This is an optimization exercise on Yosys and OpenROAD, whose aim is small area, a short achievable clock period and few clock cycles per item, not a production implementation.
The RTL was checked by simulation tests, not by an equivalence proof against the original design.

== fjord ==
Design mdc_b, start of the top module:
module mdc_b(
    input ld, clk,
    input [31:0] i_a, i_b,
    output [31:0] res,
    output done);
    reg [31:0] a, b;
    reg [4:0]  k;
    wire bz = (b == 32'd0);
    wire kz = (k == 5'd0);
    wire both_odd = a[0] & b[0];
    wire a_even   = ~a[0];
    wire [32:0] d   = {1'b0, a} - {1'b0, b};
    wire        neg = d[32];
    wire [32:0] y = both_odd ? d : a_even ? {1'b0, a} : {1'b0, b};
    wire [8:0]  x = both_odd ? (a[8:0] ^ b[8:0]) : a_even ? a[8:0] : b[8:0];
    wire [2:0] sh = x[1] ? 3'd0 : x[2] ? 3'd1 : x[3] ? 3'd2 : x[4] ? 3'd3 :
                    x[5] ? 3'd4 : x[6] ? 3'd5 : x[7] ? 3'd6 : 3'd7;
    wire       big = (x[8:1] == 8'd0);
    wire [32:0] y1 = {y[32], y[32:1]};
    wire [40:0] yx = {{8{y1[32]}}, y1} >> sh;
    wire [32:0] ys = yx[32:0];
    wire        fix = both_odd & neg;
    wire [31:0] nb  = fix ? {~ys[31:1], 1'b1} : ys[31:0];
    always @(posedge clk)
        if (ld) begin
            a <= i_a;
            b <= i_b;
            k <= 5'd0;
        end else if (bz) begin
            if (!kz) begin
                a <= {a[30:0], 1'b0};
                k <= k - 5'd1;
            end
        end else if (!a[0] && !b[0]) begin
            a <= {1'b0, a[31:1]};
            b <= {1'b0, b[31:1]};
            k <= k + 5'd1;
        end else if (fix && big) begin
            a <= b;
            b <= a;
        end else begin
            if (a_even || (both_odd && !neg))
                a <= b;
            b <= nb;
        end
    assign res = a;
    assign done = bz & kz;
endmodule
For scale: ~69 flip-flops, about 99 I/O pins.
make LEC_CHECK=0 CAP_MARGIN=20 CORE_MARGIN=2 CORE_UTILIZATION=40 SETUP_SLACK_MARGIN=2 SLEW_MARGIN=20 finish   # period 5.5 ns
run.sh (not shown) runs the stock make flow with config.mk's settings and CLKGATE_MAP_FILE= SYNTH_SCRIPT=/design/flow/synth_recipe.tcl, a recipe that flattens the netlist after the stock synthesis.
fjord finished end to end and its layout was clean on timing, DRC and antenna.
Testbench counts of fjord, summed over its fixed seeds: cycles 73,086, items 3,200.
diff inputs: fjord => nickel
- SETUP_SLACK_MARGIN changed from 2 to 1
Compared to fjord, nickel has sequential share of layout area 3.6 points higher.
Looking at worst hold slack across all endpoints across nickel and fjord, the one that comes out higher is fjord.
Looking at critical setup path kind, the reg2out result is from nickel; the reg2reg one comes from fjord.
Highest metal layer used by the detailed router: met4 -> nickel, met5 -> fjord
nickel vs fjord: area overhead of the layout relative to synthesis down
On number of fillers in the final layout, the higher figure sits with nickel, not fjord.
Per the comparison of nickel with fjord, peak clock frequency supported by timing saw a decrease, full die area saw little to no change.

========
Starting RTL as in the previous note.
Settings: LEC_CHECK=0, CAP_MARGIN=20, CORE_MARGIN=2, CORE_UTILIZATION=40, SETUP_SLACK_MARGIN=1.6, SLEW_MARGIN=20; clock period 5.5 ns.
Testbench counts at the start, summed over its fixed seeds: cycles 73,086, items 3,200.
==> next run, changes <==
Settings changed: SETUP_SLACK_MARGIN 1.6 to unset.
Outcome: The new run completed without violations. Worst setup slack degrades by 0.87 ns. Clock-buffer cell count is unchanged.
==> next run, changes <==
Settings changed: SETUP_SLACK_MARGIN set to 1.3.
=>
- cell area is higher by 3.0%
- area after synthesis does not change

========
The RTL this note starts from:
==> flow/design.v <==
module mdc_b(
    input ld, clk,
    input [31:0] i_a, i_b,
    output [31:0] res,
    output done);
    reg [31:0] a, b;
    reg [4:0]  k;
    wire bz = (b == 32'd0);
    wire kz = (k == 5'd0);
    wire [31:0] bg  = b & {32{a[0]}};
    wire [31:0] gg = a & ~bg;
    wire [31:0] pp = ~(a ^ bg);
    reg  [31:0] G, P;
    integer i, j;
    always @* begin
        G = gg; P = pp;
        for (i = 1; i <= 5; i = i + 1)
            for (j = (1 << i) - 1; j < 32; j = j + (1 << i)) begin
                G[j] = G[j] | (P[j] & G[j - (1 << (i - 1))]);
                P[j] = P[j] & P[j - (1 << (i - 1))];
            end
        for (i = 5; i > 0; i = i - 1)
            for (j = (1 << i) + (1 << (i - 1)) - 1; j < 32; j = j + (1 << i)) begin
                G[j] = G[j] | (P[j] & G[j - (1 << (i - 1))]);
                P[j] = P[j] & P[j - (1 << (i - 1))];
            end
    end
    wire [32:0] c   = {G | P, 1'b1};
    wire [32:0] d   = {~c[32], pp ^ c[31:0]};
    wire        eq  = P[31];
    wire        neg = d[32];
    wire both_even  = ~a[0] & ~b[0];
    wire [8:0]  x   = (a[8:0] ^ bg[8:0]) | {7'd0, both_even, 1'b0};
    wire [2:0] sh = x[1] ? 3'd0 : x[2] ? 3'd1 : x[3] ? 3'd2 : x[4] ? 3'd3 :
                    x[5] ? 3'd4 : x[6] ? 3'd5 : x[7] ? 3'd6 : 3'd7;
    wire       big = (x[8:1] == 8'd0);
    wire [40:0] yx = {{9{neg}}, d[32:1]} >> sh;
    wire [31:0] ys = yx[31:0];
    wire [31:0] nb = neg ? {~ys[31:1], 1'b1} : ys;
    always @(posedge clk)
        if (ld) begin
            a <= i_a;
            b <= i_b;
            k <= 5'd0;
        end else if (bz) begin
            if (!kz) begin
                a <= {a[30:0], 1'b0};
                k <= k - 5'd1;
            end
        end else if (both_even) begin
            a <= {1'b0, b[31:1]};
            b <= nb;
            k <= k + 5'd1;
        end else if (!b[0] || (neg && big)) begin
            a <= b;
            b <= a;
        end else begin
            if (!neg)
                a <= b;
            b <= nb;
        end
    assign res = a;
    assign done = kz & (bz | (eq & a[0]));
endmodule
clock: 5.5 ns
lec_check: 0
cap_margin: 20
core_margin: 2
core_utilization: 40
setup_slack_margin: 1.3
slew_margin: 20
standard.sh (not shown) runs the stock make flow with config.mk's settings and CLKGATE_MAP_FILE= SYNTH_SCRIPT=/design/flow/synth_recipe.tcl, a recipe that flattens the netlist after the stock synthesis.
==> flow/flow/run.sh <==
#!/bin/bash
# Standard layout, except that the port buffers are the smallest buffer
# (sky130_fd_sc_hd__buf_1) rather than the cell buffer_ports picks by itself.
# Every input and output port still gets its own buffer.
set -o pipefail
export BUFFER_PORTS_ARGS="-inputs -outputs -buffer_cell sky130_fd_sc_hd__buf_1"
bash standard.sh > standard.log 2>&1
Testbench counts at the start, summed over its fixed seeds: cycles 72,118, items 3,200.
==> next run, changes <==
==> flow/flow/run.sh (replaced) <==
#!/bin/bash
# The standard layout (standard.sh) with two changes:
#  - the port buffers are sky130_fd_sc_hd__buf_1 (every port still gets one);
#  - clock tree synthesis uses clkbuf_4/clkbuf_8 and inserts no dummy loads.
# The output of the whole run goes to standard.log; ORFS's per-step logs are
# under orfs/logs/.
set -euo pipefail
export BUFFER_PORTS_ARGS="-inputs -outputs -buffer_cell sky130_fd_sc_hd__buf_1"
export CTS_ARGS="-sink_clustering_enable -repair_clock_nets -dont_use_dummy_load -buf_list {sky130_fd_sc_hd__clkbuf_4 sky130_fd_sc_hd__clkbuf_8}"
bash standard.sh > standard.log 2>&1
Settings changed: ABC_AREA set to 1, CORE_UTILIZATION 40 to 50, SETUP_SLACK_MARGIN 1.3 to 1.7.
The new run finished with timing, DRC and antenna clean.
Die area fell by about 23%.
Routed wire length shrinks by 14%.
Worst hold slack is worse by 49 ps.
Cell area came out lower by 8.7%.
Core utilization went up by 8.9 points.
Non-clock buffer count decreases by 13.
Sequential share of layout area is higher by 2.3 points.
Global-route usage is higher by 4.5 points.
==> next run, changes <==
==> flow/flow/run.sh (replaced) <==
#!/bin/bash
# Standard layout, except that the port buffers are the smallest buffer
# (sky130_fd_sc_hd__buf_1) rather than the cell buffer_ports picks by itself.
# Every input and output port still gets its own buffer.
set -o pipefail
export BUFFER_PORTS_ARGS="-inputs -outputs -buffer_cell sky130_fd_sc_hd__buf_1"
bash standard.sh > standard.log 2>&1
Settings changed: CORE_UTILIZATION 50 to 40.
Effect: Non-clock buffer count came out lower by 1. Die area came out higher by a quarter to a third. Design area came out higher by a few percent. Global-route usage came out lower by 5.9 points. Clock skew came out lower by 11 ps. Wire length came out higher slightly. Worst setup slack got worse by 33 ps. Utilization came out lower by 9.3 points. Synthesized cell count does not change.

========
build 24:
Starts from the design.v that is shown in full above.
Settings: LEC_CHECK=0, ABC_AREA=1, CAP_MARGIN=20, CORE_MARGIN=2, CORE_UTILIZATION=40, SETUP_SLACK_MARGIN=1.3, SLEW_MARGIN=20; clock period 5.5 ns.
==> flow/flow/run.sh <==
#!/bin/bash
# Standard layout, except that the port buffers are the smallest buffer
# (sky130_fd_sc_hd__buf_1) rather than the cell buffer_ports picks by itself.
# Every input and output port still gets its own buffer.
set -o pipefail
export BUFFER_PORTS_ARGS="-inputs -outputs -buffer_cell sky130_fd_sc_hd__buf_1"
bash standard.sh > standard.log 2>&1
Testbench counts of build 24, summed over its fixed seeds: cycles 72,118, items 3,200.
Inputs modified between build 24 and build 35:
Settings: an added CTS_BUF_LIST of sky130_fd_sc_hd__clkbuf_4 sky130_fd_sc_hd__clkbuf_8; a change of SETUP_SLACK_MARGIN from 1.3 to 1.7.
==> flow/flow/run.sh <==
#!/bin/bash
# The standard layout (standard.sh) with two changes:
#  - synthesis maps the logic with the ABC script flow/abc.script (an
#    area-oriented mapping) in place of ORFS's; everything else in the
#    synthesis, including the registers and their names, is the standard flow's own;
#  - the port buffers are sky130_fd_sc_hd__buf_1; every port still gets one.
# The output of the whole run goes to standard.log; ORFS's per-step logs are
# under orfs/logs/.
set -euo pipefail
here=$(pwd)
export BUFFER_PORTS_ARGS="-inputs -outputs -buffer_cell sky130_fd_sc_hd__buf_1"
sed 's#log_cmd abc {\*}$abc_args#set abc_args [lreplace $abc_args 1 1 '"$here"'/flow/abc.script]\n  log_cmd abc {*}$abc_args#' \
    "$FLOW_HOME/scripts/synth.tcl" > synth_custom.tcl
grep -q 'flow/abc.script' synth_custom.tcl
sed 's#source $::env(SCRIPTS_DIR)/synth.tcl#source '"$here"'/synth_custom.tcl#' synth_recipe.tcl > synth_recipe_custom.tcl
grep -q 'synth_custom.tcl' synth_recipe_custom.tcl
sed 's#SYNTH_SCRIPT=[^ ]*#SYNTH_SCRIPT='"$here"'/synth_recipe_custom.tcl#' standard.sh > standard_custom.sh
grep -q 'synth_recipe_custom.tcl' standard_custom.sh
bash standard_custom.sh > standard.log 2>&1
==> flow/flow/abc.script (new file) <==
strash
dch
amap
topo
stime -c
buffer -c
upsize -c
dnsize -c
--- outcome ---
Cmp build 35 vs build 24: worst hold path stage count lower in build 35
Re number of cell instances on the worst register-to-register path: build 35 is 7 up on build 24.
Post-route standard cell area excluding fillers, build 35 and build 24: higher on build 24
Build 35 ends up with higher fraction of layout instances using a drive strength above 1 than build 24 does.
Cell at the slowest stage of the critical path: or3_4 -> build 35, edfxtp_1 -> build 24
Build 35 vs build 24: global-route wire length before repair down by more than 10%
Build 35 ends up with a post-CTS clock slew at the launch and capture registers of the worst setup and hold paths that is 0.03 ns higher than in build 24.
Number of nets in the final layout delta for build 35 relative to build 24: 271 lower
Relative to build 35, the following input files were edited for build 30:
Settings: SETUP_SLACK_MARGIN changed from 1.7 to 2.1.
==> flow/flow/run.sh <==
#!/bin/bash
# Standard layout, except that the port buffers are the smallest buffer
# (sky130_fd_sc_hd__buf_1) rather than the cell buffer_ports picks by itself.
# Every input and output port still gets its own buffer.
set -o pipefail
export BUFFER_PORTS_ARGS="-inputs -outputs -buffer_cell sky130_fd_sc_hd__buf_1"
bash standard.sh > standard.log 2>&1
removed: flow/flow/abc.script
## What came out
Compared with build 35, build 30 shows a register-to-register setup slack that is 0.84 ns higher.
Build 30 vs build 35: sequential share of the synthesized area down
Critical path's slowest cell = or3_4: build 35; critical path's slowest cell = edfxtp_1: build 30
From build 35 to build 30 the numbers moved as follows: global-route usage moved up, wire length on met2 grew by 12%, fraction of area in registers lower.
Re critical path depth: build 30 and build 35 aren't equal, and the higher value belongs to build 35.
Against build 35, build 30 comes in 0.70 points higher on utilization.
Of the two values seen for most used routing layer, met2 was produced by build 35 and met1 by build 30.
Build 30 against build 35; detailed-route wire length per cell is down by a little under 10%.
Count of unique library cells instantiated by Yosys came out exactly the same in build 30 and build 35.

==> static timing again, ports no longer ideal <==
The flow's constraints put no driver on any port. The routed layouts listed below were extracted and timed again, unchanged, in two steps. Step 1 sets driving cells, clkbuf_16 on the clock port and buf_2 on the other inputs (assumed; they add their load-dependent delay and slew). Step 2 adds t to the input delays and takes it off the output delays; t is the mean of the earliest and latest rising clock arrival at the registers after step 1. Input paths then give back, and output paths get back, about the clock's delay inside the block. a / b / c = ideal / step 1 / step 2; a / b = the first two.
run	t (ns)	slack for setup (ns)	worst setup path after step 2	latest minus earliest clock arrival (ns)	worst register clock-pin slew, ns
fjord	0.376	1.838 / 1.838 / 1.838	register to register	0.012 / 0.013	0.07 / 0.07
nickel	0.369	1.111 / 1.070 / 1.200	register to register	0.009 / 0.008	0.06 / 0.06
the first run of note 2	0.376	1.667 / 1.667 / 1.667	register to register	0.009 / 0.010	0.07 / 0.07
the second run of note 2	0.371	0.800 / 0.800 / 0.800	register to register	0.009 / 0.009	0.06 / 0.06
the third run of note 2	0.373	1.413 / 1.413 / 1.413	register to register	0.010 / 0.009	0.06 / 0.06
the first run of note 3	0.376	1.413 / 1.375 / 1.428	register to register	0.011 / 0.010	0.07 / 0.07
the second run of note 3	0.384	1.757 / 1.723 / 1.907	register to register	0.018 / 0.017	0.08 / 0.08
the third run of note 3	0.382	1.724 / 1.681 / 1.886	register to register	0.007 / 0.007	0.06 / 0.06
build 24	0.384	1.535 / 1.494 / 1.537	register to register	0.007 / 0.007	0.06 / 0.06
build 35	0.410	1.308 / 1.308 / 1.308	register to register	0.012 / 0.012	0.09 / 0.09
build 30	0.391	1.949 / 1.913 / 2.152	register to register	0.011 / 0.011	0.08 / 0.08
After both steps setup and hold are still met in every run listed.
